From an optimization exercise on the open Yosys and OpenROAD flow, aimed at small area and a short achievable clock period; shortcuts taken in it are not production practice.
Function was checked by simulation only, so behaviour that the tests miss may differ from the original.

## config.mk

```make
export PLATFORM = sky130hd
export DESIGN_NAME = Posit_Adder
export DESIGN_NICKNAME = Posit_Adder
export VERILOG_FILES = /design/flow/design.v
export SDC_FILE = /design/flow/constraint.sdc
export NUM_CORES = 4
export LEC_CHECK = 0
export ABC_AREA = 1
export CAP_MARGIN = 20
export CORE_MARGIN = 2
export CORE_UTILIZATION = 40
export SLEW_MARGIN = 20
```

## constraint.sdc

```tcl
create_clock -name core_clock -period 120.0 [get_ports {clk}]
set_input_delay 24.0000 -clock core_clock [delete_from_list [all_inputs] [get_ports {clk}]]
set_output_delay 24.0000 -clock core_clock [all_outputs]
set_load 0.01 [all_outputs]
```

## design.v

```verilog
module Posit_Adder(A1,B1,clk, reset,OUT);
  input  [0:31] A1, B1;
  input  clk, reset;
  output reg [0:31] OUT;
  reg [31:0] a, b;           
  reg        r1, r2;         
  reg [27:0] s2_w;           
  reg [9:0]  s2_sc;          
  reg        s2_s;           
  reg        s2_k;           
  function [30:0] cneg;
    input s;
    input [30:0] x;
    integer i;
    reg p;
    begin
      p = 1'b0;
      for (i = 0; i < 31; i = i + 1) begin
        cneg[i] = x[i] ^ (s & p);
        p = p | x[i];
      end
    end
  endfunction
  function [38:0] strip;
    input [30:0] m;
    reg rb;
    reg [29:0] v;
    reg [4:0] c;
    begin
      rb = m[30];
      v = m[29:0];
      c = 5'd0;
      if (v[29:14] == {16{rb}}) begin v = {v[13:0], 16'd0}; c[4] = 1'b1; end
      if (v[29:22] == {8{rb}})  begin v = {v[21:0], 8'd0};  c[3] = 1'b1; end
      if (v[29:26] == {4{rb}})  begin v = {v[25:0], 4'd0};  c[2] = 1'b1; end
      if (v[29:28] == {2{rb}})  begin v = {v[27:0], 2'd0};  c[1] = 1'b1; end
      if (v[29] == rb)          begin v = {v[28:0], 1'd0};  c[0] = 1'b1; end
      strip = {~rb, c ^ {5{~rb}}, v[28:25], v[28:0]};
    end
  endfunction
  function [13:0] radd14;
    input [13:0] x;
    input [13:0] y;
    input ci;
    integer i;
    reg c;
    begin
      c = ci;
      for (i = 0; i < 14; i = i + 1) begin
        radd14[i] = x[i] ^ y[i] ^ c;
        c = (x[i] & y[i]) | (x[i] & c) | (y[i] & c);
      end
    end
  endfunction
  function carry14;
    input [13:0] x;
    input [13:0] y;
    input ci;
    integer i;
    reg c;
    begin
      c = ci;
      for (i = 0; i < 14; i = i + 1)
        c = (x[i] & y[i]) | (x[i] & c) | (y[i] & c);
      carry14 = c;
    end
  endfunction
  wire sa = a[31];
  wire sb = b[31];
  wire [30:0] ma = cneg(sa, a[30:0]);
  wire [30:0] mb = cneg(sb, b[30:0]);
  wire za = (a[30:0] == 31'd0);
  wire zb = (b[30:0] == 31'd0);
  wire nar = (za & sa) | (zb & sb);
  reg gt;
  integer j;
  always @* begin
    gt = 1'b0;
    for (j = 0; j < 31; j = j + 1)
      gt = (mb[j] & ~ma[j]) | (mb[j] & gt) | (~ma[j] & gt);
  end
  wire [30:0] mL = gt ? mb : ma;
  wire [30:0] mS = gt ? ma : mb;
  wire sL = gt ? sb : sa;
  wire sS = gt ? sa : sb;
  wire [38:0] dL = strip(mL);
  wire [38:0] dS = strip(mS);
  wire [9:0]  scL = dL[38:29];
  wire [9:0]  scS = dS[38:29];
  wire [24:0] fL = dL[24:0];
  wire [24:0] fS = dS[24:0];
  wire [9:0] ext = scL - scS;
  wire [32:0] xs = (ext[9:6] != 4'd0) ? 33'd0 : ({~(za | zb), fS, 7'd0} >> ext[5:0]);
  wire sticky = |xs[5:0];
  wire sub = sL ^ sS;
  wire [27:0] XL = {2'b01, fL, 1'b0};
  wire [27:0] XS = {1'b0, xs[32:6]} ^ {28{sub}};
  wire        ci = sub & ~sticky;
  wire [13:0] w_lo  = radd14(XL[13:0], XS[13:0], ci);
  wire        c14   = carry14(XL[13:0], XS[13:0], ci);
  wire [13:0] w_hi0 = radd14(XL[27:14], XS[27:14], 1'b0);
  wire [13:0] w_hi1 = radd14(XL[27:14], XS[27:14], 1'b1);
  wire [27:0] W = {c14 ? w_hi1 : w_hi0, w_lo};
  wire kill1 = nar | (za & zb);
  reg [27:0] v;
  reg [4:0]  q;
  always @* begin
    v = s2_w;
    q = 5'd0;
    if (v[27:12] == 16'd0) begin v = {v[11:0], 16'd0}; q[4] = 1'b1; end
    if (v[27:20] == 8'd0)  begin v = {v[19:0], 8'd0};  q[3] = 1'b1; end
    if (v[27:24] == 4'd0)  begin v = {v[23:0], 4'd0};  q[2] = 1'b1; end
    if (v[27:26] == 2'd0)  begin v = {v[25:0], 2'd0};  q[1] = 1'b1; end
    if (v[27] == 1'b0)     begin v = {v[26:0], 1'd0};  q[0] = 1'b1; end
  end
  wire wz = ~v[27];           
  wire [10:0] fs   = {s2_sc[9], s2_sc} + 11'd1 - {6'd0, q};
  wire        kneg = fs[10];
  wire [5:0]  nsh  = fs[9:4] ^ {6{kneg}};
  wire signed [30:0] ev = {~kneg, kneg, fs[3:0], v[26:2]};
  wire [30:0] evsh = ev >>> nsh[4:0];
  wire [30:0] R    = nsh[5] ? {31{~kneg}} : evsh;
  wire        osign = s2_s & (s2_k | ~wz);
  wire [30:0] omag  = cneg(osign, R);
  always @(posedge clk) begin
    a     <= A1;
    b     <= B1;
    r1    <= reset;
    r2    <= r1;
    s2_w  <= W;
    s2_sc <= scL;
    s2_s  <= nar | sL;
    s2_k  <= kill1;
    if (reset | r2)
      OUT <= 32'd0;
    else
      OUT <= {osign, (s2_k | wz) ? 31'd0 : omag};
  end
endmodule
```

## run.sh

```bash
#!/bin/bash
# synth_recipe.tcl (not shown) runs the flow's synth.tcl, then flattens the netlist and writes it again
# the make line also repeats each setting of config.mk as NAME=value (left out here)
make -C /OpenROAD-flow-scripts/flow DESIGN_CONFIG=/design/flow/config.mk WORK_HOME=/design/flow/orfs CLKGATE_MAP_FILE= SYNTH_SCRIPT=/design/flow/synth_recipe.tcl finish
```

==> results_dict.tcl, run 1 <==
set metrics [dict create \
    outcome "finished clean" \
    synth_xor_area_frac 0.0452 \
    r2r_cells 89 \
    synthCells 3128 \
    nets 3227 \
    worst_ep_required_time_ns 96.00 \
    min_path_cells 0 \
    numCtsBuffers 17 \
    dpl.hpwl_mm 43.7 \
    port_buffers 97 \
    ys_seq_elements 138 \
    period_needed_ns 25.34 \
    drt_pass1_iterations 6 \
    worst_slack_ns 94.66 \
    cp_max_fo 1 \
    skew_ns 0.0183 \
    fill_cells 5022 \
    wl_per_cell_um 14.3 \
    end_kind "output port" \
    r2r-end "s2_w[26]$_DFF_P_" \
    cts_root_buf "clkbuf_16" \
    postCtsSetupRepairBufs 0 \
    crit_arrival_ns 1.34 \
    cts_hold_buffers 0 \
    muxShareOfSynthArea 0.00273 \
    fin_setup_tns_ns 0 \
    synth_top_flop_cell "dfxtp_1" \
    rsz0062_at_grt "no" \
    hold_start "r1$_DFF_P_" \
    ys_warn_count 1 \
    synth_fa_ha_area_frac 0.0438 \
    cts_tree "built" \
    synthArstFlopShare 0 \
    synth_compound_area_frac 0.209 \
    clkSlewWorstSetupHoldPaths_ns 0.07 \
    cts.repair.resized 0 \
    synth_most_common_cell "nand2_1" \
    postRouteAntennaNets 0 \
    hold_violations 0 \
    start_kind "flop" \
    rows 78 \
    synth.net_count 3249 \
    yosysUniqueCellTypes 74 \
    core_mm2 0.0453 \
    cts_sinks 138 \
    avgSynthCellArea_um2 5.85 \
    min_to "r2$_DFF_P_" \
    crit_type "reg -> out" \
    grt_max_degree 125 \
    min_period_over_period 0.211 \
    start_util 0.404 \
    drtIter0Drc 1290 \
    post-route-util 0.430 \
    die_x_um 218 \
    die_area_mm2 0.0475 \
    crit_family "buffers and inverters" \
    overflow 0 \
    vias 18900 \
    netlist_area_mm2 0.0183 \
    drc 0 \
    drt-vias-per-instance 5.07 \
    place_congestion 0.953 \
    setup_viol 0 \
    cp_num_buf_inv 1 \
    grtUsageTotal 0.226 \
    drv_slew 0 \
    drive_gt1_frac 0.0985 \
    dp_slack_ns 94.27 \
    grt_antenna_before_repair 0 \
    crit_chain "clkdlybuf4s50_1" \
    yosys.area_share.simple 0.386 \
    synth_top_area_cell "nand2_1" \
    r2r_setup_slack_ns 98.19 \
    die_h_um 218 \
    ys_top_cells_by_count "nand2_1, inv_1, o21ai_0" \
    fmaxAchievable_mhz 39.5 \
    worstMarginPinSlew_ns 1.11 \
    r2r-start "b[0]$_DFF_P_" \
    grt_first_pass_wirelength_mm 86.5 \
    finalNonFillerCells 3719 \
    maxCapViolCount 0 \
    synth_top_family_by_area "simple AND/OR/NAND/NOR gates" \
    ios 98 \
    clk_path_buf_depth 2 \
    synth_top_area_share 0.189 \
    clk_latency_ns 0.49 \
    grt_pass1_vias 17100 \
    syn_to_final_growth_pct 6.49 \
    dp_cells 3687 \
    synth_area_leaders "nand2_1, dfxtp_1, o21ai_0" \
    drt_wl_total_mm 53.1 \
    htreeDepth 4 \
    hold_class "reg -> reg" \
    slowest_delay_ns 0.53 \
    synth_edf_count 0 \
    ys_seq_area_frac 0.151 \
    slowest_stage "clkdlybuf4s50_1" \
    slew_headroom 0.255 \
]
-- through the flow --
stage	hold slack [ns]	cell area, um^2
global route	0.337	19500
CTS	0.328	19500
detailed placement	0.313	18900
global placement	0.325	18900
floorplan	0.310	18300
finish	0.326	19500
-- metal layers --
metal  part of all wire  vias up  wire length, um  GRT usage
met4              0.031        0             1650     0.0816
met3              0.039       76             2090     0.0375
li1                   -     9957                -          -
met5                  0        -                0          0
met2               0.48      400            25500      0.392
met1               0.45     8430            23900      0.281
-- cell families after synthesis --
family | Yosys count
DFF | 138
adders and majority gates | 55
buffers and inverters | 610
xor gates and xnor gates | 91
muxes | 5
AOI/OAI and AO/OA | 680
and+or+nand+nor | 1549
-- state kept, by name, indices dropped and copies added (netlist names) --
signal	count
OUT	32
s2_s	1
r1	1
r2	1
b	32
s2_k	1
s2_sc	10
s2_w	28
a	32
-- cells in the final DEF, fill, tap and decap left out, types with 9 or more instances in the layout --
cell             instances
nand2_1                921
inv_1                  430
o21ai_0                370
nand3_1                195
nor2_1                 168
dfxtp_1                138
a21oi_1                103
clkdlybuf4s50_1         97
nand2_2                 74
xor2_1                  70
o21ai_1                 68
ha_1                    40
o21ai_2                 33
nor2_2                  31
nand4_1                 25
nand3_2                 24
or2_2                   22
a31oi_1                 19
nor3_1                  18
clkbuf_16               17
xnor2_1                 16
o22ai_1                 16
inv_2                   16
fa_1                    15
buf_4                   15
o21bai_1                14
nand2_4                 13
o211ai_1                13
o21a_1                  10
nor4_1                   9
a21oi_2                  9
-- worst max path at each step --
| stage | start | end | slack (ns) | depth (start not counted) |
|---|---|---|---|---|
| 2_1_floorplan | reset | OUT[10]$_SDFF_PP0_ | 94.93 | 4 |
| 3_3_place_gp | reset | OUT[1]$_SDFF_PP0_ | 94.32 | 5 |
| 3_5_place_dp | reset | OUT[19]$_SDFF_PP0_ | 94.27 | 5 |
| 4_1_cts | OUT[19]$_SDFF_PP0_ | OUT[19] | 94.61 | 1 |
| 5_1_grt | OUT[19]$_SDFF_PP0_ | OUT[19] | 94.59 | 1 |
| 6_report | OUT[19]$_SDFF_PP0_ | OUT[19] | 94.66 | 1 |
-- cell type report --
class                   instances  area (um^2)  share of cell area
multi-input cells            2380        12600               0.646
flip-flops and latches        138         2760               0.142
inverters                     457         1730              0.0888
repair buffers                112         1080              0.0556
well taps                     600          751              0.0385
clock buffers                  18          429              0.0220
clock inverters                13          143             0.00732
diodes                          1         2.50            0.000128
==> run 2, diff against run 1 <==
--- a/design.v
+++ b/design.v
@@ -4,7 +4,9 @@
   output reg [0:31] OUT;
   reg [31:0] a, b;           
   reg        r1, r2;         
-  reg [27:0] s2_w;           
+  reg [24:0] s2_fl;          
+  reg [27:0] s2_xs;          
+  reg        s2_ci;          
   reg [9:0]  s2_sc;          
   reg        s2_s;           
   reg        s2_k;           
@@ -17,6 +19,26 @@
       p = 1'b0;
       for (i = 0; i < 31; i = i + 1) begin
         cneg[i] = x[i] ^ (s & p);
+        p = p | x[i];
+      end
+    end
+  endfunction
+  function [30:0] cnegf;
+    input s;
+    input [30:0] x;
+    integer i;
+    reg [3:0] bo;
+    reg p, q;
+    begin
+      for (i = 0; i < 4; i = i + 1)
+        bo[i] = |(({1'b0, x} >> (8 * i)) & 32'hFF);
+      q = 1'b0;
+      for (i = 0; i < 31; i = i + 1) begin
+        if (i % 8 == 0) begin
+          p = q;
+          q = q | bo[i / 8];
+        end
+        cnegf[i] = x[i] ^ (s & p);
         p = p | x[i];
       end
     end
@@ -93,19 +115,18 @@
   wire [32:0] xs = (ext[9:6] != 4'd0) ? 33'd0 : ({~(za | zb), fS, 7'd0} >> ext[5:0]);
   wire sticky = |xs[5:0];
   wire sub = sL ^ sS;
-  wire [27:0] XL = {2'b01, fL, 1'b0};
-  wire [27:0] XS = {1'b0, xs[32:6]} ^ {28{sub}};
-  wire        ci = sub & ~sticky;
-  wire [13:0] w_lo  = radd14(XL[13:0], XS[13:0], ci);
-  wire        c14   = carry14(XL[13:0], XS[13:0], ci);
+  wire kill1 = nar | (za & zb);
+  wire [27:0] XL = {2'b01, s2_fl, 1'b0};
+  wire [27:0] XS = s2_xs;
+  wire [13:0] w_lo  = radd14(XL[13:0], XS[13:0], s2_ci);
+  wire        c14   = carry14(XL[13:0], XS[13:0], s2_ci);
   wire [13:0] w_hi0 = radd14(XL[27:14], XS[27:14], 1'b0);
   wire [13:0] w_hi1 = radd14(XL[27:14], XS[27:14], 1'b1);
   wire [27:0] W = {c14 ? w_hi1 : w_hi0, w_lo};
-  wire kill1 = nar | (za & zb);
   reg [27:0] v;
   reg [4:0]  q;
   always @* begin
-    v = s2_w;
+    v = W;
     q = 5'd0;
     if (v[27:12] == 16'd0) begin v = {v[11:0], 16'd0}; q[4] = 1'b1; end
     if (v[27:20] == 8'd0)  begin v = {v[19:0], 8'd0};  q[3] = 1'b1; end
@@ -121,13 +142,15 @@
   wire [30:0] evsh = ev >>> nsh[4:0];
   wire [30:0] R    = nsh[5] ? {31{~kneg}} : evsh;
   wire        osign = s2_s & (s2_k | ~wz);
-  wire [30:0] omag  = cneg(osign, R);
+  wire [30:0] omag  = cnegf(osign, R);
   always @(posedge clk) begin
     a     <= A1;
     b     <= B1;
     r1    <= reset;
     r2    <= r1;
-    s2_w  <= W;
+    s2_fl  <= fL;
+    s2_xs  <= {1'b0, xs[32:6]} ^ {28{sub}};
+    s2_ci  <= sub & ~sticky;
     s2_sc <= scL;
     s2_s  <= nar | sL;
     s2_k  <= kill1;
==> flow/run.sh (new file) <==
#!/bin/bash
# Layout flow: the standard flow (standard.sh), with one change in
# synthesis: ABC maps the logic with an area-oriented mapper (amap), then
# buffers and resizes gates for delay. Registers, their names and cells are
# those of the standard synthesis, which runs unchanged up to the ABC call.
set -euo pipefail
W=$(pwd)

cp "$W/flow/abc_map.script" "$W/abc_map.script"

# synth_recipe.tcl with ABC's script replaced by ours
{
  printf '%s\n' "proc abc {args} {" \
    "  set i [lsearch -exact \$args -script]" \
    "  if {\$i >= 0} { lset args [expr {\$i + 1}] {$W/abc_map.script} }" \
    "  yosys abc {*}\$args" \
    "}"
  cat "$W/synth_recipe.tcl"
} > "$W/flow_synth.tcl"

grep -q "$W/synth_recipe.tcl" "$W/standard.sh"
sed "s#$W/synth_recipe.tcl#$W/flow_synth.tcl#g" "$W/standard.sh" > "$W/flow_standard.sh"

bash "$W/flow_standard.sh" > "$W/flow_make.log" 2>&1
test -f "$W/out/final.def"
==> flow/abc_map.script (new file) <==
strash
dch
amap
topo
stime -c
buffer -c
upsize -c
dnsize -c
==> standard.sh (new file) <==
#!/bin/bash
# synth_recipe.tcl (not shown) runs the flow's synth.tcl, then flattens the netlist and writes it again
# the make line also repeats each setting of config.mk as NAME=value (left out here)
make -C /OpenROAD-flow-scripts/flow DESIGN_CONFIG=/design/flow/config.mk WORK_HOME=/design/flow/orfs CLKGATE_MAP_FILE= SYNTH_SCRIPT=/design/flow/synth_recipe.tcl "${@:-finish}"
--- a/config.mk
+++ b/config.mk
@@ -5,7 +5,6 @@
 export SDC_FILE = /design/flow/constraint.sdc
 export NUM_CORES = 4
 export LEC_CHECK = 0
-export ABC_AREA = 1
 export CAP_MARGIN = 20
 export CORE_MARGIN = 2
 export CORE_UTILIZATION = 40
removed: run.sh
==> results_dict.tcl, run 2 <==
set metrics [dict create \
    outcome "finished clean" \
    die_x_um 195 \
    start_kind "flop" \
    slowest_delay_ns 0.54 \
    drive_gt1_frac 0.0578 \
    nets 2203 \
    fmaxAchievable_mhz 39.5 \
    cp_num_buf_inv 1 \
    layout_common_cells "nor2_1, o22a_1, o22ai_1, dfxtp_1, inv_1" \
    core_mm2 0.0357 \
    setup_viol 0 \
    synth_top_area_share 0.226 \
    synth_xor_area_frac 0 \
    htreeDepth 4 \
    port_buffers 97 \
    cts_sinks 164 \
    clk_path_buf_depth 2 \
    grt_antenna_before_repair 0 \
    final_common_cell "nor2_1" \
    crit_family "buffers and inverters" \
    period_needed_ns 25.33 \
    dpl.hpwl_mm 35.2 \
    synth_fa_ha_area_frac 0.0551 \
    hold_violations 0 \
    wl_per_cell_um 17.5 \
    ys_warn_count 1 \
    cts_hold_buffers 0 \
    synth_most_common_cell "nor2_1" \
    post-route-util 0.457 \
    grt_pass1_vias 13900 \
    syn_to_final_growth_pct 12.0 \
    die_area_mm2 0.0379 \
    cp_max_fo 1 \
    synth_compound_area_frac 0.448 \
    vias 15400 \
    synth.net_count 2219 \
    ys_seq_area_frac 0.226 \
    skew_ns 0.0107 \
    maxCapViolCount 0 \
    synthArstFlopShare 0 \
    crit_arrival_ns 1.33 \
    grt_first_pass_wirelength_mm 71.1 \
    rows 69 \
    muxShareOfSynthArea 0 \
    diodes 0 \
    crit_type "reg -> out" \
    drt_wl_total_mm 44.7 \
    rsz0062_at_grt "no" \
    avgSynthCellArea_um2 6.93 \
    synth_edf_count 0 \
    die_h_um 195 \
    grt_max_degree 64 \
    synth_area_leaders "dfxtp_1, o22a_1, o22ai_1" \
    yosysUniqueCellTypes 62 \
    hold_class "reg -> reg" \
    grtUsageTotal 0.230 \
    ys_top_cells_by_count "nor2_1, o22a_1, o22ai_1" \
    drv_slew 0 \
    drc 0 \
    netlist_area_mm2 0.0145 \
    min_period_over_period 0.211 \
    synthCells 2098 \
    largestRegisters "OUT (32), a (32), b (32)" \
    crit_chain "clkdlybuf4s50_1" \
    yosys.area_share.simple 0.183 \
    slew_headroom 0.306 \
    drt_pass1_iterations 7 \
    cts.repair.resized 0 \
    clkSlewWorstSetupHoldPaths_ns 0.07 \
    worstMarginPinSlew_ns 1.04 \
    synth_top_area_cell "dfxtp_1" \
    start_util 0.408 \
    overflow 0 \
    cts_tree "built" \
    end_kind "output port" \
    slowest_stage "clkdlybuf4s50_1" \
    ios 98 \
    postRouteAntennaNets 0 \
    clk_latency_ns 0.45 \
    cts_root_buf "clkbuf_16" \
    drtIter0Drc 1360 \
    fin_setup_tns_ns 0 \
    place_congestion 0.962 \
    postCtsSetupRepairBufs 0 \
    ys_seq_elements 164 \
    worst_ep_required_time_ns 96.00 \
    numCtsBuffers 17 \
    drt-vias-per-instance 6.01 \
    synth_top_flop_cell "dfxtp_1" \
    synth_top_family_by_area "compound AO/OA/AOI/OAI gates" \
]
==> run 2: path summary, 6_finish.rpt <==
kind / from / endpoint / slack [ns] / cells past startpoint
hold reg to reg: r1$_DFF_P_ / r2$_DFF_P_ / 0.33 / 0
setup / recovery: OUT[10]$_SDFF_PP0_ / OUT[10] / 94.67 / 1
hold / removal: r1$_DFF_P_ / r2$_DFF_P_ / 0.33 / 0
setup reg to reg: s2_ci$_DFF_P_ / OUT[8]$_SDFF_PP0_ / 97.61 / 105
==> run 2: logic make-up after synthesis <==
group,after synthesis
buffers and inverters,337
adder cells (fa/ha/maj),55
AO/OA/AOI/OAI,941
flip-flops,164
AND/OR/NAND/NOR,601
==> run 2: stage by stage <==
stage / worst slack [ns] / cell area, um^2 / cells / hold WS, ns
floorplan: 95.02 / 14500 / 2098 / 0.310
global placement: 94.38 / 15700 / 2524 / 0.322
detailed placement: 94.43 / 15700 / 2524 / 0.317
CTS: 94.64 / 16300 / 2556 / 0.333
global route: 94.62 / 16300 / 2556 / 0.335
finish: 94.67 / 16300 / 2556 / 0.330
==> run 2: metal layers <==
layer / up-vias / part of all wire / global-route usage
met4: 0 / 0.020 / 0.0630
li1: 7873 / - / -
met2: 396 / 0.47 / 0.393
met5: - / 0 / 0
met3: 62 / 0.049 / 0.0312
met1: 7025 / 0.46 / 0.304
==> run 2: cell type report <==
type	count	area (um^2)
clock inverter	14	145
timing repair buffer	117	1120
multi-input combinational	1597	10000
inverter	185	697
fill	3670	19400
sequential	164	3280
clock buffer	18	439
tap	461	577
==> run 3, diff against run 2 <==
--- a/flow/run.sh
+++ b/flow/run.sh
@@ -3,6 +3,7 @@
 # synthesis: ABC maps the logic with an area-oriented mapper (amap), then
 # buffers and resizes gates for delay. Registers, their names and cells are
 # those of the standard synthesis, which runs unchanged up to the ABC call.
+# Placement buffers each port with buf_1 instead of the default buffer.
 set -euo pipefail
 W=$(pwd)
 
@@ -21,5 +22,7 @@
 grep -q "$W/synth_recipe.tcl" "$W/standard.sh"
 sed "s#$W/synth_recipe.tcl#$W/flow_synth.tcl#g" "$W/standard.sh" > "$W/flow_standard.sh"
 
-bash "$W/flow_standard.sh" > "$W/flow_make.log" 2>&1
+# every port still gets its own buffer, the smallest one
+bash "$W/flow_standard.sh" "BUFFER_PORTS_ARGS=-buffer_cell sky130_fd_sc_hd__buf_1" finish \
+  > "$W/flow_make.log" 2>&1
 test -f "$W/out/final.def"
==> results_dict.tcl, run 3 <==
set metrics [dict create \
    syn_to_final_growth_pct 8.35 \
    drt-vias-per-instance 5.96 \
    end_kind "output port" \
    worst_slack_ns 95.06 \
    crit_family "flip-flops" \
    fmaxAchievable_mhz 40.1 \
    cts.repair.resized 0 \
    min_period_over_period 0.208 \
    port_buffers 97 \
    worstMarginPinSlew_ns 1.03 \
    r2r_cells 106 \
    dpl.hpwl_mm 34.5 \
    grtUsageTotal 0.225 \
    cts_tree "built" \
    start_util 0.408 \
    cts_hold_buffers 0 \
    die_x_um 195 \
    clkSlewWorstSetupHoldPaths_ns 0.07 \
    drt_wl_total_mm 43.9 \
    netlist_area_mm2 0.0145 \
    setup_viol 0 \
    slowest_delay_ns 0.33 \
    drt_pass1_iterations 6 \
    worst_ep_required_time_ns 96.00 \
    final_common_cell "nor2_1" \
    cts_root_buf "clkbuf_16" \
    place_congestion 0.946 \
    r2r-start "s2_ci$_DFF_P_" \
    fill_cells 3724 \
    htreeDepth 4 \
    avgSynthCellArea_um2 6.93 \
    die_h_um 195 \
    rows 69 \
    drc 0 \
    ys_warn_count 1 \
    vias 15200 \
    place_area_mm2 0.0151 \
    cp_max_fo 1 \
    clk_latency_ns 0.45 \
    largestRegisters "OUT (32), a (32), b (32)" \
    min_to "r2$_DFF_P_" \
    yosysUniqueCellTypes 62 \
    nets 2205 \
    ys_top_cells_by_count "nor2_1, o22a_1, o22ai_1" \
    cts_sinks 164 \
    hold_violations 0 \
    grt_pass1_vias 13700 \
    synth_top_flop_cell "dfxtp_1" \
    postCtsSetupRepairBufs 0 \
    synth_most_common_cell "nor2_1" \
    drv_slew 0 \
    synth_top_area_share 0.226 \
    hold_class "reg -> reg" \
    grt_antenna_before_repair 1 \
    hold_ws_ns 0.333 \
    crit_type "reg -> out" \
    diodes 0 \
    slowest_stage "dfxtp_1" \
    min_path_cells 0 \
    synth_top_area_cell "dfxtp_1" \
    start_kind "flop" \
    fin_setup_tns_ns 0 \
    slew_headroom 0.311 \
    synthArstFlopShare 0 \
    drtIter0Drc 1304 \
    overflow 0 \
    synth.net_count 2219 \
    grt_max_degree 64 \
    multi_input_area_mm2 0.0100 \
    final_cell_area_mm2 0.0158 \
    r2r_setup_slack_ns 97.41 \
    core_mm2 0.0357 \
    crit_chain "buf_1" \
    outcome "finished clean" \
    ys_seq_elements 164 \
    synth_edf_count 0 \
    ys_seq_area_frac 0.226 \
    r2r-end "OUT[8]$_SDFF_PP0_" \
    cp_num_buf_inv 1 \
    die_area_mm2 0.0379 \
    numCtsBuffers 17 \
    hold_start "r1$_DFF_P_" \
    crit_arrival_ns 0.94 \
    rsz0062_at_grt "no" \
    clk_path_buf_depth 2 \
    grt_first_pass_wirelength_mm 69.8 \
    wl_per_cell_um 17.2 \
    drive_gt1_frac 0.0582 \
    post-route-util 0.442 \
    skew_ns 0.0126 \
    layout_common_cells "nor2_1, o22a_1, o22ai_1, dfxtp_1, inv_1" \
    dp_slack_ns 94.69 \
    period_needed_ns 24.94 \
    postRouteAntennaNets 0 \
    seqCellArea_mm2 0.00328 \
    ios 98 \
    synthCells 2098 \
    synth_area_leaders "dfxtp_1, o22a_1, o22ai_1" \
    maxCapViolCount 0 \
]
run 3: cell counts after synthesis:
Identical to the previous run, type by type.
run 3: worst max path at each step:
stage,start,to,depth (start not counted)
global route,s2_ci$_DFF_P_,OUT[8]$_SDFF_PP0_,105
global placement,reset,OUT[14]$_SDFF_PP0_,5
floorplan,reset,OUT[20]$_SDFF_PP0_,5
detailed placement,reset,OUT[14]$_SDFF_PP0_,6
finish,OUT[2]$_SDFF_PP0_,OUT[2],1
CTS,OUT[1]$_SDFF_PP0_,OUT[1],1
run 3: per-layer routing:
layer  track usage  share of wire  vias to the layer above
met4        0.0527          0.012                        0
met5             0              0                        -
met2         0.379           0.47                      386
met1         0.300           0.47                     6940
met3        0.0377          0.054                       44
li1              -              -                     7873
run 3: layout make-up:
cell class / instances / area share
Sequential cell: 164 / 0.208
Inverter: 185 / 0.0442
Multi-Input combinational cell: 1597 / 0.636
Clock inverter: 12 / 0.0123
Timing Repair Buffer: 119 / 0.0341
Tap cell: 461 / 0.0366
Clock buffer: 19 / 0.0281
run 3: kinds of logic (layout without fill, tap and decap cells):
family / Yosys count / after routing / synth area share
adder cells (fa/ha/maj): 55 / 55 / 0.0551
AND/OR/NAND/NOR: 601 / 601 / 0.183
buffers and inverters: 337 / 335 / 0.0888
AO/OA/AOI/OAI: 941 / 941 / 0.448
flip-flops: 164 / 164 / 0.226
run 3: per-stage QoR:
stage          instances
2_1_floorplan       2098
3_3_place_gp        2525
3_5_place_dp        2526
4_1_cts             2557
5_1_grt             2557
6_report            2557
==> run 4, diff against run 3 <==
--- a/flow/run.sh
+++ b/flow/run.sh
@@ -1,6 +1,7 @@
 #!/bin/bash
 # Layout flow: the standard flow (standard.sh), with one change in
-# synthesis: ABC maps the logic with an area-oriented mapper (amap), then
+# synthesis: ABC restructures the logic (&dc2, &syn2, &dch), maps it with an
+# area-oriented mapper (amap), then
 # buffers and resizes gates for delay. Registers, their names and cells are
 # those of the standard synthesis, which runs unchanged up to the ABC call.
 # Placement buffers each port with buf_1 instead of the default buffer.
==> flow/abc_map.script (replaced) <==
&get -n
&st
&dc2
&syn2
&dch -f
&put
amap
topo
stime -c
buffer -c
upsize -c
dnsize -c
==> results_dict.tcl, run 4 <==
set metrics [dict create \
    worst_ep_required_time_ns 96.00 \
    skew_ns 0.0148 \
    min_path_cells 0 \
    final_cell_area_mm2 0.0160 \
    synthArstFlopShare 0 \
    drt_wl_total_mm 49.3 \
    hold_start "r1$_DFF_P_" \
    slew_headroom 0.252 \
    syn_to_final_growth_pct 6.45 \
    vias 16400 \
    grt_antenna_before_repair 1 \
    hold_ws_ns 0.330 \
    cp_num_buf_inv 1 \
    crit_family "flip-flops" \
    period_needed_ns 24.94 \
    use_met1 0.306 \
    htreeDepth 4 \
    ys_seq_elements 164 \
    ios 98 \
    avgSynthCellArea_um2 6.81 \
    ys_warn_count 1 \
    die_h_um 198 \
    place_area_mm2 0.0154 \
    synth_top_area_share 0.218 \
    cts_hold_buffers 0 \
    crit_arrival_ns 0.94 \
    maxCapViolCount 0 \
    cts_sinks 164 \
    dp_slack_ns 94.69 \
    synth_top_flop_cell "dfxtp_1" \
    min_to "r2$_DFF_P_" \
    cts_tree "built" \
    die_x_um 198 \
    place_congestion 0.978 \
    final_common_cell "nor2_1" \
    cp_max_fo 1 \
    grt_pass1_vias 15100 \
    nets 2323 \
    die_area_mm2 0.0392 \
    start_kind "flop" \
    wl_per_cell_um 18.3 \
    clk_path_buf_depth 2 \
    outcome "finished clean" \
    crit_chain "buf_1" \
    r2r_setup_slack_ns 100.12 \
    min_period_over_period 0.208 \
    r2r_cells 98 \
    fin_setup_tns_ns 0 \
    synth_edf_count 0 \
    grtUsageMet3 0.0332 \
    start_util 0.403 \
    grt_max_degree 68 \
    worst_slack_ns 95.06 \
    ys_top_cells_by_count "nor2_1, o22ai_1, inv_1" \
    netlist_area_mm2 0.0150 \
    post-route-util 0.429 \
    drive_gt1_frac 0.0808 \
    end_kind "output port" \
    cts.repair.resized 0 \
    postCtsSetupRepairBufs 0 \
    fill_cells 3936 \
    synth_top_area_cell "dfxtp_1" \
    hold_class "reg -> reg" \
    drv_slew 0 \
    synthCells 2210 \
    grt_first_pass_wirelength_mm 77.7 \
    slowest_stage "dfxtp_1" \
    clkSlewWorstSetupHoldPaths_ns 0.07 \
    yosysUniqueCellTypes 82 \
    drt_pass1_iterations 6 \
    worstMarginPinSlew_ns 1.12 \
    synth.net_count 2331 \
    r2r-end "OUT[1]$_SDFF_PP0_" \
    synth_area_leaders "dfxtp_1, o22ai_1, nor2_1" \
    setup_viol 0 \
    hold_violations 0 \
    rows 71 \
    port_buffers 97 \
    clk_latency_ns 0.47 \
    core_mm2 0.0373 \
    slowest_delay_ns 0.32 \
    grt_use_met2 0.440 \
    rsz0062_at_grt "no" \
    crit_type "reg -> out" \
    busiest_layer "met2" \
    fmaxAchievable_mhz 40.1 \
    grtUsageTotal 0.248 \
    drt-vias-per-instance 6.10 \
    r2r-start "s2_ci$_DFF_P_" \
    drtIter0Drc 1595 \
    numCtsBuffers 17 \
    layout_common_cells "nor2_1, o22ai_1, inv_1, dfxtp_1, nand2_1" \
    critical_path_depth 1 \
    largestRegisters "OUT (32), a (32), b (32)" \
    diodes 0 \
    cts_root_buf "clkbuf_16" \
    postRouteAntennaNets 0 \
    overflow 0 \
    dpl.hpwl_mm 38.6 \
    synth_most_common_cell "nor2_1" \
    ys_seq_area_frac 0.218 \
    drc 0 \
]
[run 4: cell families after synthesis]
family,after synthesis,synth area share
and+or+nand+nor,665,0.194
DFF,164,0.218
adders and majority gates,55,0.0532
AOI/OAI and AO/OA,953,0.424
buffers and inverters,373,0.110
[run 4: layer usage]
| layer | part of all wire | routed length, um |
|---|---|---|
| met5 | 0 | 0 |
| met4 | 0.026 | 1300 |
| met3 | 0.053 | 2630 |
| met2 | 0.49 | 24000 |
| met1 | 0.43 | 21400 |
[run 4: area by class of cell]
type | count | area [um^2] | area share
inverter | 227 | 861 | 0.0537
timing repair buffer | 119 | 529 | 0.0330
clock inverter | 14 | 168 | 0.0105
clock buffer | 18 | 439 | 0.0274
multi-input combinational | 1673 | 10100 | 0.633
tap | 474 | 593 | 0.0370
sequential | 164 | 3280 | 0.205
[run 4: worst max path at each step]
stage | from | to
2_1_floorplan | reset | OUT[29]$_SDFF_PP0_
3_3_place_gp | reset | OUT[29]$_SDFF_PP0_
4_1_cts | OUT[18]$_SDFF_PP0_ | OUT[18]
3_5_place_dp | reset | OUT[5]$_SDFF_PP0_
6_report | OUT[17]$_SDFF_PP0_ | OUT[17]
5_1_grt | OUT[18]$_SDFF_PP0_ | OUT[18]
[run 4: through the flow]
stage	instances
after detailed placement	2657
after CTS	2689
after global routing	2689
after floorplan	2210
after global placement	2657
final	2689
==> run 5, diff against run 4 <==
--- a/flow/run.sh
+++ b/flow/run.sh
@@ -1,6 +1,6 @@
 #!/bin/bash
 # Layout flow: the standard flow (standard.sh), with one change in
-# synthesis: ABC restructures the logic (&dc2, &syn2, &dch), maps it with an
+# synthesis: ABC restructures the logic (&syn2, &dch), maps it with an
 # area-oriented mapper (amap), then
 # buffers and resizes gates for delay. Registers, their names and cells are
 # those of the standard synthesis, which runs unchanged up to the ABC call.
==> flow/abc_map.script (replaced) <==
&get -n
&st
&syn2
&dch
&put
amap
topo
stime -c
buffer -c
upsize -c
dnsize -c
==> results_dict.tcl, run 5 <==
set metrics [dict create \
    outcome "finished clean" \
    netlist_area_mm2 0.0142 \
    drc 0 \
    drt_pass1_iterations 6 \
    rsz0062_at_grt "no" \
    drt-vias-per-instance 5.96 \
    slowest_stage "dfxtp_1" \
    cts_tree "built" \
    synth_top_area_share 0.231 \
    wl_per_cell_um 16.9 \
    fmaxAchievable_mhz 40.1 \
    synth_most_common_cell "nor2_1" \
    port_buffers 97 \
    synth_top_area_cell "dfxtp_1" \
    layout_common_cells "nor2_1, o22ai_1, a21oi_1, dfxtp_1, inv_1" \
    crit_type "reg -> out" \
    place_congestion 0.926 \
    post-route-util 0.436 \
    vias 15600 \
    hold_violations 0 \
    grt_first_pass_wirelength_mm 69.6 \
    postCtsSetupRepairBufs 0 \
    grtUsageTotal 0.235 \
    drt_wl_total_mm 44.2 \
    drv_slew 0 \
    postRouteAntennaNets 0 \
    cts_sinks 164 \
    crit_family "flip-flops" \
    drtIter0Drc 1508 \
    hold_ws_ns 0.338 \
    fin_setup_tns_ns 0 \
    overflow 0 \
    cp_num_buf_inv 1 \
    syn_to_final_growth_pct 8.22 \
    period_needed_ns 24.96 \
    worstMarginPinSlew_ns 1.03 \
    grt_max_degree 63 \
    crit_chain "buf_1" \
    synth_area_leaders "dfxtp_1, o22ai_1, nor2_1" \
    ys_seq_area_frac 0.231 \
    synthCells 2152 \
    slowest_delay_ns 0.35 \
    worst_ep_required_time_ns 96.00 \
    seqCellArea_mm2 0.00328 \
    clk_latency_ns 0.45 \
    ys_seq_elements 164 \
    grt_pass1_vias 13900 \
    die_x_um 193 \
    skew_ns 0.00615 \
    nets 2268 \
    die_h_um 193 \
    synth_edf_count 0 \
    synth_top_flop_cell "dfxtp_1" \
    crit_arrival_ns 0.96 \
    drive_gt1_frac 0.0477 \
    multi_input_area_mm2 0.00976 \
    clkSlewWorstSetupHoldPaths_ns 0.07 \
    ys_warn_count 1 \
    grt_antenna_before_repair 0 \
    die_area_mm2 0.0371 \
    diodes 0 \
    setup_viol 0 \
    yosysUniqueCellTypes 63 \
    ios 98 \
    ys_top_cells_by_count "nor2_1, o22ai_1, a21oi_1" \
    start_util 0.403 \
    slew_headroom 0.314 \
    cts_root_buf "clkbuf_16" \
    avgSynthCellArea_um2 6.61 \
    hold_class "reg -> reg" \
    start_kind "flop" \
    min_period_over_period 0.208 \
    rows 69 \
    synthArstFlopShare 0 \
    end_kind "output port" \
    cts.repair.resized 0 \
    htreeDepth 4 \
    final_common_cell "nor2_1" \
    largestRegisters "OUT (32), a (32), b (32)" \
    cts_hold_buffers 0 \
    dpl.hpwl_mm 34.8 \
    numCtsBuffers 17 \
    cp_max_fo 1 \
    maxCapViolCount 0 \
    synth.net_count 2273 \
    fill_cells 3705 \
    clk_path_buf_depth 2 \
    core_mm2 0.0353 \
]
==> run 5: through the flow <==
step	area (um^2)	instances	worst slack, ns
2_1_floorplan	14200	2152	95.02
3_3_place_gp	14800	2589	94.73
3_5_place_dp	14800	2589	94.76
4_1_cts	15400	2621	95.02
5_1_grt	15400	2621	95.01
6_report	15400	2621	95.04
==> run 5: cell families after synthesis <==
family | after synthesis | share of synthesized area
AOI/OAI and AO/OA | 937 | 0.419
adders and majority gates | 55 | 0.0563
buffers and inverters | 316 | 0.0871
DFF | 164 | 0.231
and+or+nand+nor | 680 | 0.207
==> run 5: per-layer routing <==
layer | track usage | up-vias | share of wire
met2 | 0.410 | 428 | 0.48
met4 | 0.0843 | 0 | 0.029
met3 | 0.0311 | 70 | 0.047
met5 | 0 | - | 0
met1 | 0.294 | 7091 | 0.44
li1 | - | 8040 | -
==> run 5: worst paths after layout <==
path	startpoint	endpoint	slack, ns	depth (start not counted)
max reg2reg	s2_xs[0]$_DFF_P_	OUT[1]$_SDFF_PP0_	98.38	91
min reg2reg	r1$_DFF_P_	r2$_DFF_P_	0.34	0
max	OUT[12]$_SDFF_PP0_	OUT[12]	95.04	1
min	r1$_DFF_P_	r2$_DFF_P_	0.34	0
==> run 5: area by class of cell <==
class | count | area share
Clock buffer | 19 | 0.0288
Tap cell | 461 | 0.0374
Inverter | 174 | 0.0424
Sequential cell | 164 | 0.213
Timing Repair Buffer | 118 | 0.0339
Clock inverter | 13 | 0.0108
Multi-Input combinational cell | 1672 | 0.634
==> run 6, diff against run 5 <==
--- a/config.mk
+++ b/config.mk
@@ -8,4 +8,5 @@
 export CAP_MARGIN = 20
 export CORE_MARGIN = 2
 export CORE_UTILIZATION = 40
+export CTS_BUF_LIST = sky130_fd_sc_hd__clkbuf_8
 export SLEW_MARGIN = 20
==> results_dict.tcl, run 6 <==
set metrics [dict create \
    worst_ep_required_time_ns 96.00 \
    drive_gt1_frac 0.0477 \
    cts.repair.resized 0 \
    avgSynthCellArea_um2 6.61 \
    rows 69 \
    die_area_mm2 0.0371 \
    synth_top_flop_cell "dfxtp_1" \
    core_mm2 0.0353 \
    dpl.hpwl_mm 34.8 \
    ys_warn_count 1 \
    fin_setup_tns_ns 0 \
    synth_edf_count 0 \
    crit_chain "buf_1" \
    clkSlewWorstSetupHoldPaths_ns 0.09 \
    synth_top_area_cell "dfxtp_1" \
    slowest_delay_ns 0.36 \
    crit_family "flip-flops" \
    cp_num_buf_inv 1 \
    synthArstFlopShare 0 \
    synth_most_common_cell "nor2_1" \
    outcome "finished clean" \
    drc 0 \
    cts_tree "built" \
    syn_to_final_growth_pct 6.89 \
    end_kind "output port" \
    clk_path_buf_depth 2 \
    clk_latency_ns 0.49 \
    drt_pass1_iterations 5 \
    cts_root_buf "clkbuf_8" \
    grt_pass1_vias 14000 \
    htreeDepth 4 \
    setup_viol 0 \
    min_to "r2$_DFF_P_" \
    final_cell_area_mm2 0.0152 \
    start_kind "flop" \
    synthCells 2152 \
    cts_hold_buffers 0 \
    layout_common_cells "nor2_1, o22ai_1, a21oi_1, dfxtp_1, inv_1" \
    crit_type "reg -> out" \
    hold_violations 0 \
    ys_top_cells_by_count "nor2_1, o22ai_1, a21oi_1" \
    place_area_mm2 0.0148 \
    final_common_cell "nor2_1" \
    r2r-end "OUT[1]$_SDFF_PP0_" \
    postCtsSetupRepairBufs 0 \
    postRouteAntennaNets 0 \
    grtUsageTotal 0.235 \
    slowest_stage "dfxtp_1" \
    overflow 0 \
    wl_per_cell_um 16.9 \
    grt_antenna_before_repair 0 \
    largestRegisters "OUT (32), a (32), b (32)" \
    synth.net_count 2273 \
    ios 98 \
    r2r-start "s2_xs[0]$_DFF_P_" \
    hold_start "r1$_DFF_P_" \
    worstMarginPinSlew_ns 1.01 \
    period_needed_ns 25.01 \
    drtIter0Drc 1532 \
    fmaxAchievable_mhz 40.0 \
    numCtsBuffers 17 \
    cp-startpoint "OUT[12]$_SDFF_PP0_" \
    min_path_cells 0 \
    grt_max_degree 63 \
    fill_cells 3729 \
    drv_slew 0 \
    drt-vias-per-instance 5.98 \
    netlist_area_mm2 0.0142 \
    die_x_um 193 \
    r2r_setup_slack_ns 98.40 \
    grt_first_pass_wirelength_mm 69.6 \
    drt_wl_total_mm 44.3 \
    synth_area_leaders "dfxtp_1, o22ai_1, nor2_1" \
    nets 2268 \
    min_period_over_period 0.208 \
    r2r_cells 91 \
    crit_arrival_ns 1.01 \
    vias 15700 \
    yosysUniqueCellTypes 63 \
    place_congestion 0.926 \
    die_h_um 193 \
    skew_ns 0.00746 \
    synth_top_area_share 0.231 \
    port_buffers 97 \
    hold_class "reg -> reg" \
    start_util 0.403 \
    ys_seq_area_frac 0.231 \
    post-route-util 0.431 \
    cts_sinks 164 \
    ys_seq_elements 164 \
    slew_headroom 0.325 \
    maxCapViolCount 0 \
    cp_max_fo 1 \
    rsz0062_at_grt "no" \
]
==> run 6: metrics by stage <==
step / std cells / hold WS [ns] / setup WS [ns]
after floorplan: 2152 / 0.310 / 95.02
after global placement: 2589 / 0.317 / 94.73
after detailed placement: 2589 / 0.315 / 94.76
after CTS: 2621 / 0.348 / 94.95
after global routing: 2621 / 0.359 / 94.94
final: 2622 / 0.344 / 94.99
==> run 6: cell type report <==
type	instances	area, um^2	area share
clock inverter	14	170	0.0112
tap	461	577	0.0379
timing repair buffer	118	522	0.0343
clock buffer	18	248	0.0163
antenna	1	2.50	0.000164
inverter	174	653	0.0429
multi-input combinational	1672	9760	0.641
sequential	164	3280	0.216
==> run 6: kinds of logic (layout without fill, tap and decap cells) <==
kind of cell               count (synthesis)  in the layout  share of synthesized area
AOI/OAI and AO/OA                        937            937                      0.419
buffers and inverters                    316            324                     0.0871
other                                      0              1                          0
adders and majority gates                 55             55                     0.0563
and+or+nand+nor                          680            680                      0.207
DFF                                      164            164                      0.231
==> run 6: how the worst max path moves through the flow <==
| stage | cells past startpoint | endpoint | slack, ns |
|---|---|---|---|
| global placement | 5 | OUT[24]$_SDFF_PP0_ | 94.73 |
| detailed placement | 5 | OUT[12]$_SDFF_PP0_ | 94.76 |
| global route | 1 | OUT[12] | 94.94 |
| floorplan | 5 | OUT[12]$_SDFF_PP0_ | 95.02 |
| CTS | 1 | OUT[12] | 94.95 |
| finish | 1 | OUT[12] | 94.99 |
==> run 6: metal layers <==
metal / share of wire / vias up / global-route usage
li1: - / 8037 / -
met1: 0.44 / 7121 / 0.294
met2: 0.48 / 447 / 0.409
met3: 0.045 / 73 / 0.0293
met4: 0.030 / 0 / 0.0904
met5: 0 / - / 0
==> run 7, diff against run 6 <==
--- a/flow/run.sh
+++ b/flow/run.sh
@@ -1,6 +1,6 @@
 #!/bin/bash
 # Layout flow: the standard flow (standard.sh), with one change in
-# synthesis: ABC restructures the logic (&syn2, &dch), maps it with an
+# synthesis: ABC restructures the logic (&dc2, &syn3, &dch), maps it with an
 # area-oriented mapper (amap), then
 # buffers and resizes gates for delay. Registers, their names and cells are
 # those of the standard synthesis, which runs unchanged up to the ABC call.
==> flow/abc_map.script (replaced) <==
&get -n
&st
&dc2
&syn3
&dch
&put
amap
topo
stime -c
buffer -c
upsize -c
dnsize -c
--- a/config.mk
+++ b/config.mk
@@ -8,5 +8,4 @@
 export CAP_MARGIN = 20
 export CORE_MARGIN = 2
 export CORE_UTILIZATION = 40
-export CTS_BUF_LIST = sky130_fd_sc_hd__clkbuf_8
 export SLEW_MARGIN = 20
==> results_dict.tcl, run 7 <==
set metrics [dict create \
    overflow 0 \
    cp_max_fo 1 \
    min_to "r2$_DFF_P_" \
    fmaxAchievable_mhz 40.1 \
    postCtsSetupRepairBufs 0 \
    period_needed_ns 24.93 \
    start_kind "flop" \
    netlist_area_mm2 0.0138 \
    muxShareOfSynthArea 0 \
    fin_setup_tns_ns 0 \
    drc 0 \
    hold_start "r1$_DFF_P_" \
    crit_chain "buf_1" \
    min_path_cells 0 \
    rsz0062_at_grt "no" \
    r2r-start "s2_xs[0]$_DFF_P_" \
    synth_edf_count 0 \
    grt_first_pass_wirelength_mm 69.3 \
    synth.net_count 2172 \
    final_common_cell "o22ai_1" \
    synth_top_flop_cell "dfxtp_1" \
    die_x_um 190 \
    nets 2170 \
    ios 98 \
    r2r_setup_slack_ns 98.67 \
    layout_common_cells "o22ai_1, nor2_1, dfxtp_1, a21oi_1, nand2_1" \
    slowest_stage "dfxtp_1" \
    cts_root_buf "clkbuf_16" \
    worstMarginPinSlew_ns 1.03 \
    crit_type "reg -> out" \
    core_mm2 0.0337 \
    ys_top_cells_by_count "o22ai_1, nor2_1, dfxtp_1" \
    ys_warn_count 1 \
    place_congestion 0.935 \
    drt_pass1_iterations 8 \
    synthCells 2051 \
    synth_most_common_cell "o22ai_1" \
    hold_class "reg -> reg" \
    yosys.area_share.simple 0.189 \
    die_area_mm2 0.0359 \
    post-route-util 0.442 \
    yosysUniqueCellTypes 66 \
    ys_seq_elements 164 \
    maxCapViolCount 0 \
    skew_ns 0.0228 \
    hold_violations 0 \
    largestRegisters "OUT (32), a (32), b (32)" \
    wl_per_cell_um 17.4 \
    r2r-end "OUT[1]$_SDFF_PP0_" \
    dp_cells 2478 \
    cp_num_buf_inv 1 \
    synth_top_family_by_area "compound AO/OA/AOI/OAI gates" \
    ys_seq_area_frac 0.238 \
    clkSlewWorstSetupHoldPaths_ns 0.07 \
    cts_hold_buffers 0 \
    finalNonFillerCells 2510 \
    outcome "finished clean" \
    slowest_delay_ns 0.31 \
    drive_gt1_frac 0.0509 \
    vias 15200 \
    diodes 0 \
    grt_max_degree 65 \
    drt_wl_total_mm 43.6 \
    htreeDepth 4 \
    crit_arrival_ns 0.93 \
    r2r_cells 103 \
    avgSynthCellArea_um2 6.72 \
    synth_compound_area_frac 0.429 \
    cts.repair.resized 0 \
    grtUsageTotal 0.238 \
    min_period_over_period 0.208 \
    die_h_um 190 \
    synth_top_area_share 0.238 \
    clk_latency_ns 0.45 \
    crit_family "flip-flops" \
    drt-vias-per-instance 6.04 \
    rows 67 \
    dpl.hpwl_mm 34.1 \
    synth_area_leaders "dfxtp_1, o22ai_1, nor2_1" \
    dp_slack_ns 94.64 \
    syn_to_final_growth_pct 8.18 \
    grt_antenna_before_repair 1 \
    numCtsBuffers 17 \
    synth_xor_area_frac 0 \
    worst_slack_ns 95.07 \
    synth_top_area_cell "dfxtp_1" \
    synth_fa_ha_area_frac 0.0581 \
    postRouteAntennaNets 0 \
    port_buffers 97 \
    cts_tree "built" \
    critical_path_depth 1 \
    cts_sinks 164 \
    worst_ep_required_time_ns 96.00 \
    grt_pass1_vias 13600 \
    end_kind "output port" \
    synthArstFlopShare 0 \
    drv_slew 0 \
    start_util 0.409 \
    clk_path_buf_depth 2 \
    slew_headroom 0.310 \
    drtIter0Drc 1386 \
    setup_viol 0 \
]
-- run 7: cell types whose count changed in the layout (fill, tap and decap cells not counted), sizes merged, moves of 10 or more --
cell   change
nor2      -33
a21oi     -24
nor3      -15
inv       -14
or2       -12
a221o     +11
a31oi     -10
o32a      -10
-- run 7: kinds of logic after synthesis --
logic type                 count (synthesis)
DFF                                      164
buffers and inverters                    299
AOI/OAI and AO/OA                        921
adders and majority gates                 55
and+or+nand+nor                          612
-- run 7: area by class of cell --
cell class	count	area (um^2)
sequential	164	3280
clock inverter	14	141
clock buffer	18	439
timing repair buffer	117	514
fill	3534	18800
multi-input combinational	1588	9360
tap	448	561
inverter	161	604
-- run 7: metrics by stage --
stage	area, um^2	hold slack, ns
floorplan	13800	0.310
global placement	14300	0.327
detailed placement	14300	0.314
CTS	14900	0.331
global route	14900	0.349
finish	14900	0.328
-- run 7: per-layer routing --
metal | share of wire | track usage | vias to the layer above
met5 | 0 | 0 | -
met4 | 0.025 | 0.0745 | 0
met3 | 0.048 | 0.0325 | 87
met2 | 0.48 | 0.417 | 473
met1 | 0.45 | 0.301 | 6887
li1 | - | - | 7707
-- run 7: worst max-delay path by stage --
stage                            start                 end  slack, ns
floorplan                        reset  OUT[17]$_SDFF_PP0_      94.87
global placement                 reset  OUT[19]$_SDFF_PP0_      94.71
detailed placement               reset  OUT[30]$_SDFF_PP0_      94.64
CTS                  OUT[7]$_SDFF_PP0_              OUT[7]      95.04
global route        OUT[12]$_SDFF_PP0_             OUT[12]      95.02
finish               OUT[7]$_SDFF_PP0_              OUT[7]      95.07
==> run 8, diff against run 7 <==
--- a/config.mk
+++ b/config.mk
@@ -8,4 +8,5 @@
 export CAP_MARGIN = 20
 export CORE_MARGIN = 2
 export CORE_UTILIZATION = 40
+export CTS_BUF_LIST = sky130_fd_sc_hd__clkbuf_8
 export SLEW_MARGIN = 20
==> results_dict.tcl, run 8 <==
set metrics [dict create \
    period_needed_ns 24.98 \
    r2r-end "OUT[1]$_SDFF_PP0_" \
    start_util 0.409 \
    grt_pass1_vias 13500 \
    crit_chain "buf_1" \
    grtUsageTotal 0.237 \
    clk_path_buf_depth 2 \
    ys_top_cells_by_count "o22ai_1, nor2_1, dfxtp_1" \
    synth_area_leaders "dfxtp_1, o22ai_1, nor2_1" \
    clkSlewWorstSetupHoldPaths_ns 0.10 \
    postCtsSetupRepairBufs 0 \
    dpl.hpwl_mm 34.1 \
    slowest_delay_ns 0.33 \
    drt_pass1_iterations 8 \
    ios 98 \
    min_path_cells 0 \
    worst_ep_required_time_ns 96.00 \
    drt_wl_total_mm 43.6 \
    largestRegisters "OUT (32), a (32), b (32)" \
    outcome "finished clean" \
    skew_ns 0.0236 \
    cp_max_fo 1 \
    min_to "r2$_DFF_P_" \
    synth.net_count 2172 \
    drv_slew 0 \
    worstMarginPinSlew_ns 1.00 \
    worst_slack_ns 95.02 \
    dp_slack_ns 94.64 \
    wl_per_cell_um 17.4 \
    syn_to_final_growth_pct 6.79 \
    crit_arrival_ns 0.98 \
    hold_violations 0 \
    synth_most_common_cell "o22ai_1" \
    drtIter0Drc 1378 \
    diodes 0 \
    nets 2170 \
    die_x_um 190 \
    seqCellArea_mm2 0.00328 \
    synthCells 2051 \
    layout_common_cells "o22ai_1, nor2_1, dfxtp_1, a21oi_1, nand2_1" \
    synth_top_area_cell "dfxtp_1" \
    cts_hold_buffers 0 \
    die_h_um 190 \
    ys_warn_count 1 \
    rows 67 \
    crit_family "flip-flops" \
    numCtsBuffers 17 \
    final_common_cell "o22ai_1" \
    grt_first_pass_wirelength_mm 69.1 \
    place_congestion 0.935 \
    cts.repair.resized 0 \
    avgSynthCellArea_um2 6.72 \
    postRouteAntennaNets 0 \
    finalNonFillerCells 2510 \
    dp_cells 2478 \
    slew_headroom 0.329 \
    r2r_setup_slack_ns 98.74 \
    synth_top_area_share 0.238 \
    yosysUniqueCellTypes 66 \
    fill_cells 3568 \
    r2r-start "s2_xs[0]$_DFF_P_" \
    drt-vias-per-instance 6.04 \
    r2r_cells 103 \
    cts_sinks 164 \
    synth_top_flop_cell "dfxtp_1" \
    rsz0062_at_grt "no" \
    grt_max_degree 65 \
    vias 15200 \
    crit_type "reg -> out" \
    cp_num_buf_inv 1 \
    min_period_over_period 0.208 \
    port_buffers 97 \
    slowest_stage "dfxtp_1" \
    fin_setup_tns_ns 0 \
    hold_start "r1$_DFF_P_" \
    multi_input_area_mm2 0.00936 \
    setup_viol 0 \
    maxCapViolCount 0 \
    cts_root_buf "clkbuf_8" \
    fmaxAchievable_mhz 40.0 \
    cts_tree "built" \
    overflow 0 \
    hold_ws_ns 0.336 \
    post-route-util 0.437 \
    synthArstFlopShare 0 \
    netlist_area_mm2 0.0138 \
    htreeDepth 4 \
    clk_latency_ns 0.49 \
    drc 0 \
    ys_seq_elements 164 \
    hold_class "reg -> reg" \
    grt_antenna_before_repair 1 \
    end_kind "output port" \
    die_area_mm2 0.0359 \
    drive_gt1_frac 0.0509 \
    ys_seq_area_frac 0.238 \
    synth_edf_count 0 \
    core_mm2 0.0337 \
    start_kind "flop" \
]
==> run 8: logic make-up (layout without fill, tap and decap cells) <==
logic type / Yosys count / after routing / share of synthesized area
AO/OA/AOI/OAI: 921 / 921 / 0.429
AND/OR/NAND/NOR: 612 / 612 / 0.189
buffers and inverters: 299 / 310 / 0.0858
flip-flops: 164 / 164 / 0.238
adder cells (fa/ha/maj): 55 / 55 / 0.0581
==> run 8: final cells by class <==
cell class,instances,area share
Clock buffer,18,0.0168
Clock inverter,14,0.00961
Sequential cell,164,0.223
Timing Repair Buffer,117,0.0350
Tap cell,448,0.0381
Inverter,161,0.0411
Multi-Input combinational cell,1588,0.636
==> run 8: worst max-delay path by stage <==
| stage | slack [ns] | from | to | depth (start not counted) |
|---|---|---|---|---|
| floorplan | 94.87 | reset | OUT[17]$_SDFF_PP0_ | 6 |
| finish | 95.02 | OUT[7]$_SDFF_PP0_ | OUT[7] | 1 |
| CTS | 94.97 | OUT[7]$_SDFF_PP0_ | OUT[7] | 1 |
| global route | 94.95 | OUT[12]$_SDFF_PP0_ | OUT[12] | 1 |
| detailed placement | 94.64 | reset | OUT[30]$_SDFF_PP0_ | 5 |
| global placement | 94.71 | reset | OUT[19]$_SDFF_PP0_ | 7 |
==> run 8: per-layer routing <==
layer	wire length (um)	GRT usage
met5	0	0
met2	20900	0.415
met3	2100	0.0341
met4	1080	0.0781
met1	19500	0.299
==> run 8: through the flow <==
| step | instance area (um^2) |
|---|---|
| CTS | 14700 |
| global route | 14700 |
| finish | 14700 |
| detailed placement | 14300 |
| global placement | 14300 |
| floorplan | 13800 |
==> run 9, diff against run 8 <==
--- a/flow/run.sh
+++ b/flow/run.sh
@@ -2,7 +2,8 @@
 # Layout flow: the standard flow (standard.sh), with one change in
 # synthesis: ABC restructures the logic (&dc2, &syn3, &dch), maps it with an
 # area-oriented mapper (amap), then
-# buffers and resizes gates for delay. Registers, their names and cells are
+# buffers and resizes gates for delay, then downsizes gates off the critical
+# paths. Registers, their names and cells are
 # those of the standard synthesis, which runs unchanged up to the ABC call.
 # Placement buffers each port with buf_1 instead of the default buffer.
 set -euo pipefail
==> flow/abc_map.script (replaced) <==
&get -n
&st
&dc2
&syn3
&dch
&put
amap
topo
stime -c
buffer -c
upsize -c
dnsize -c
stime -c
dnsize -c -D 20000 -I 20
stime -c
--- a/config.mk
+++ b/config.mk
@@ -7,6 +7,6 @@
 export LEC_CHECK = 0
 export CAP_MARGIN = 20
 export CORE_MARGIN = 2
-export CORE_UTILIZATION = 40
+export CORE_UTILIZATION = 60
 export CTS_BUF_LIST = sky130_fd_sc_hd__clkbuf_8
 export SLEW_MARGIN = 20
==> results_dict.tcl, run 9 <==
set metrics [dict create \
    min_to "r2$_DFF_P_" \
    largestRegisters "OUT (32), a (32), b (32)" \
    worstMarginPinSlew_ns 0.985 \
    cts.repair.resized 0 \
    synth_edf_count 0 \
    hold_class "reg -> reg" \
    start_kind "flop" \
    synth_xor_area_frac 0 \
    grt_antenna_before_repair 0 \
    drive_gt1_frac 0.0449 \
    worst_ep_required_time_ns 96.00 \
    core_mm2 0.0224 \
    crit_type "reg -> out" \
    die_area_mm2 0.0239 \
    crit_arrival_ns 1.01 \
    diodes 0 \
    min_path_cells 0 \
    synth_compound_area_frac 0.428 \
    syn_to_final_growth_pct 6.53 \
    rsz0062_at_grt "no" \
    avgSynthCellArea_um2 6.63 \
    yosys.area_share.simple 0.189 \
    hold_start "r1$_DFF_P_" \
    synth_top_family_by_area "compound AO/OA/AOI/OAI gates" \
    synth_top_flop_cell "dfxtp_1" \
    maxCapViolCount 0 \
    slowest_stage "dfxtp_1" \
    crit_chain "buf_1" \
    final_common_cell "o22ai_1" \
    slowest_delay_ns 0.37 \
    clkSlewWorstSetupHoldPaths_ns 0.11 \
    die_x_um 155 \
    skew_ns 0.0347 \
    seqCellArea_mm2 0.00328 \
    synth_most_common_cell "o22ai_1" \
    crit_family "flip-flops" \
    htreeDepth 4 \
    drt_pass1_iterations 7 \
    wl_per_cell_um 17.4 \
    ys_seq_area_frac 0.242 \
    slew_headroom 0.341 \
    grt_first_pass_wirelength_mm 65.6 \
    r2r_setup_slack_ns 97.78 \
    place_congestion 0.985 \
    numCtsBuffers 17 \
    rows 55 \
    ys_warn_count 1 \
    r2r-start "s2_ci$_DFF_P_" \
    grtUsageTotal 0.333 \
    clk_latency_ns 0.49 \
    port_buffers 97 \
    cp_max_fo 1 \
    end_kind "output port" \
    synth_fa_ha_area_frac 0.0589 \
    drv_slew 0 \
    r2r_cells 103 \
    die_h_um 155 \
    synth_top_area_share 0.242 \
    clk_path_buf_depth 2 \
    netlist_area_mm2 0.0136 \
    muxShareOfSynthArea 0 \
    ys_seq_elements 164 \
    use_met1 0.428 \
    fill_cells 2051 \
    yosysUniqueCellTypes 50 \
    fmaxAchievable_mhz 40.0 \
    dpl.hpwl_mm 31.8 \
    start_util 0.606 \
    grt_use_met2 0.567 \
    hold_violations 0 \
    synthCells 2051 \
    post-route-util 0.645 \
    min_period_over_period 0.208 \
    grtUsageMet3 0.0493 \
    drt-vias-per-instance 6.59 \
    ys_top_cells_by_count "o22ai_1, nor2_1, dfxtp_1" \
    ios 98 \
    nets 2177 \
    r2r-end "OUT[1]$_SDFF_PP0_" \
    period_needed_ns 25.01 \
    drt_wl_total_mm 40.9 \
    fin_setup_tns_ns 0 \
    cp_num_buf_inv 1 \
    synth_top_area_cell "dfxtp_1" \
    layout_common_cells "o22ai_1, nor2_1, dfxtp_1, a21oi_1, nand2_1" \
    vias 15500 \
    grt_pass1_vias 13500 \
    worst_slack_ns 94.99 \
    cts_hold_buffers 0 \
    synthArstFlopShare 0 \
    synth.net_count 2172 \
    postRouteAntennaNets 0 \
    synth_area_leaders "dfxtp_1, o22ai_1, nor2_1" \
    drc 0 \
    drtIter0Drc 1515 \
    cts_sinks 164 \
    cts_tree "built" \
    outcome "finished clean" \
    multi_input_area_mm2 0.00926 \
    overflow 0 \
    cts_root_buf "clkbuf_8" \
    grt_max_degree 65 \
    busiest_layer "met2" \
    setup_viol 0 \
    hold_ws_ns 0.374 \
    postCtsSetupRepairBufs 0 \
    dp_slack_ns 94.71 \
]
-- run 9: cell types whose count changed after synthesis, sizes merged --
cell	previous run	this run
or2b	1	0
clkbuf	95	121
nand2b	8	9
buf	43	17
-- run 9: worst max-delay path by stage --
| stage | from | end | slack (ns) | cells after the start |
|---|---|---|---|---|
| final | OUT[4]$_SDFF_PP0_ | OUT[4] | 94.99 | 1 |
| after global routing | OUT[2]$_SDFF_PP0_ | OUT[2] | 94.94 | 1 |
| after CTS | OUT[2]$_SDFF_PP0_ | OUT[2] | 94.96 | 1 |
| after detailed placement | reset | OUT[30]$_SDFF_PP0_ | 94.71 | 5 |
| after global placement | reset | OUT[23]$_SDFF_PP0_ | 94.78 | 7 |
| after floorplan | reset | OUT[17]$_SDFF_PP0_ | 94.87 | 6 |
-- run 9: area by class of cell --
cell class	count	area share
well taps	285	0.0246
flip-flops and latches	164	0.227
multi-input cells	1588	0.639
repair buffers	124	0.0391
clock buffers	18	0.0171
clock inverters	14	0.0114
inverters	161	0.0417
-- run 9: through the flow --
step	instance area, um^2	cells
final	14500	2354
after global routing	14500	2354
after CTS	14500	2354
after detailed placement	14000	2322
after global placement	14000	2322
after floorplan	13600	2051
-- run 9: kinds of logic (layout without fill, tap and decap cells) --
group | count (synthesis) | count (layout)
adder cells (fa/ha/maj) | 55 | 55
buffers and inverters | 299 | 317
flip-flops | 164 | 164
AND/OR/NAND/NOR | 612 | 612
AO/OA/AOI/OAI | 921 | 921
-- run 9: routing by layer --
metal  share of wire  vias to the layer above
li1                -                     7736
met2            0.48                      623
met1            0.42                     7027
met5               0                        -
met4           0.030                        0
met3           0.076                      117

## afterwards: timing with drivers on the ports
No port has a modelled driver above. Below, the same layouts with a new extraction and two added sets of constraints. Step 1 (the two cells are an assumption about what drives the block):
set clk [get_ports {clk}]
set_driving_cell -lib_cell sky130_fd_sc_hd__clkbuf_16 $clk
set_driving_cell -lib_cell sky130_fd_sc_hd__buf_2 [delete_from_list [all_inputs] $clk]
Step 2, shift: input delay + t, output delay - t, t = (earliest + latest rising clock arrival at the registers) / 2. This alone moves slack from input paths to output paths. Three values: ideal ports, drivers, drivers and shift; two values: the first two.
| run | t, ns | slack for setup (ns) | hold slack, ns | worst register clock-pin slew, ns |
|---|---|---|---|---|
| run 1 | 0.539 | 94.660 / 94.602 / 94.293 | 0.326 / 0.326 / 0.326 | 0.07 / 0.07 |
| run 2 | 0.491 | 94.671 / 94.620 / 94.428 | 0.330 / 0.330 / 0.330 | 0.07 / 0.07 |
| run 3 | 0.489 | 95.059 / 95.012 / 94.693 | 0.333 / 0.333 / 0.333 | 0.07 / 0.07 |
| run 4 | 0.512 | 95.060 / 95.007 / 94.763 | 0.330 / 0.330 / 0.330 | 0.08 / 0.08 |
| run 5 | 0.498 | 95.044 / 94.989 / 94.755 | 0.338 / 0.338 / 0.338 | 0.07 / 0.07 |
| run 6 | 0.534 | 94.989 / 94.941 / 94.761 | 0.344 / 0.344 / 0.344 | 0.09 / 0.09 |
| run 7 | 0.490 | 95.074 / 95.020 / 94.721 | 0.328 / 0.328 / 0.328 | 0.08 / 0.08 |
| run 8 | 0.531 | 95.017 / 94.968 / 94.734 | 0.336 / 0.336 / 0.336 | 0.10 / 0.10 |
| run 9 | 0.517 | 94.995 / 94.948 / 94.781 | 0.374 / 0.374 / 0.374 | 0.12 / 0.12 |
After both steps every run listed still meets setup and hold. The setup slack of run 1, which loses most, moves by -0.058 ns with the drivers and by -0.367 ns with both steps.
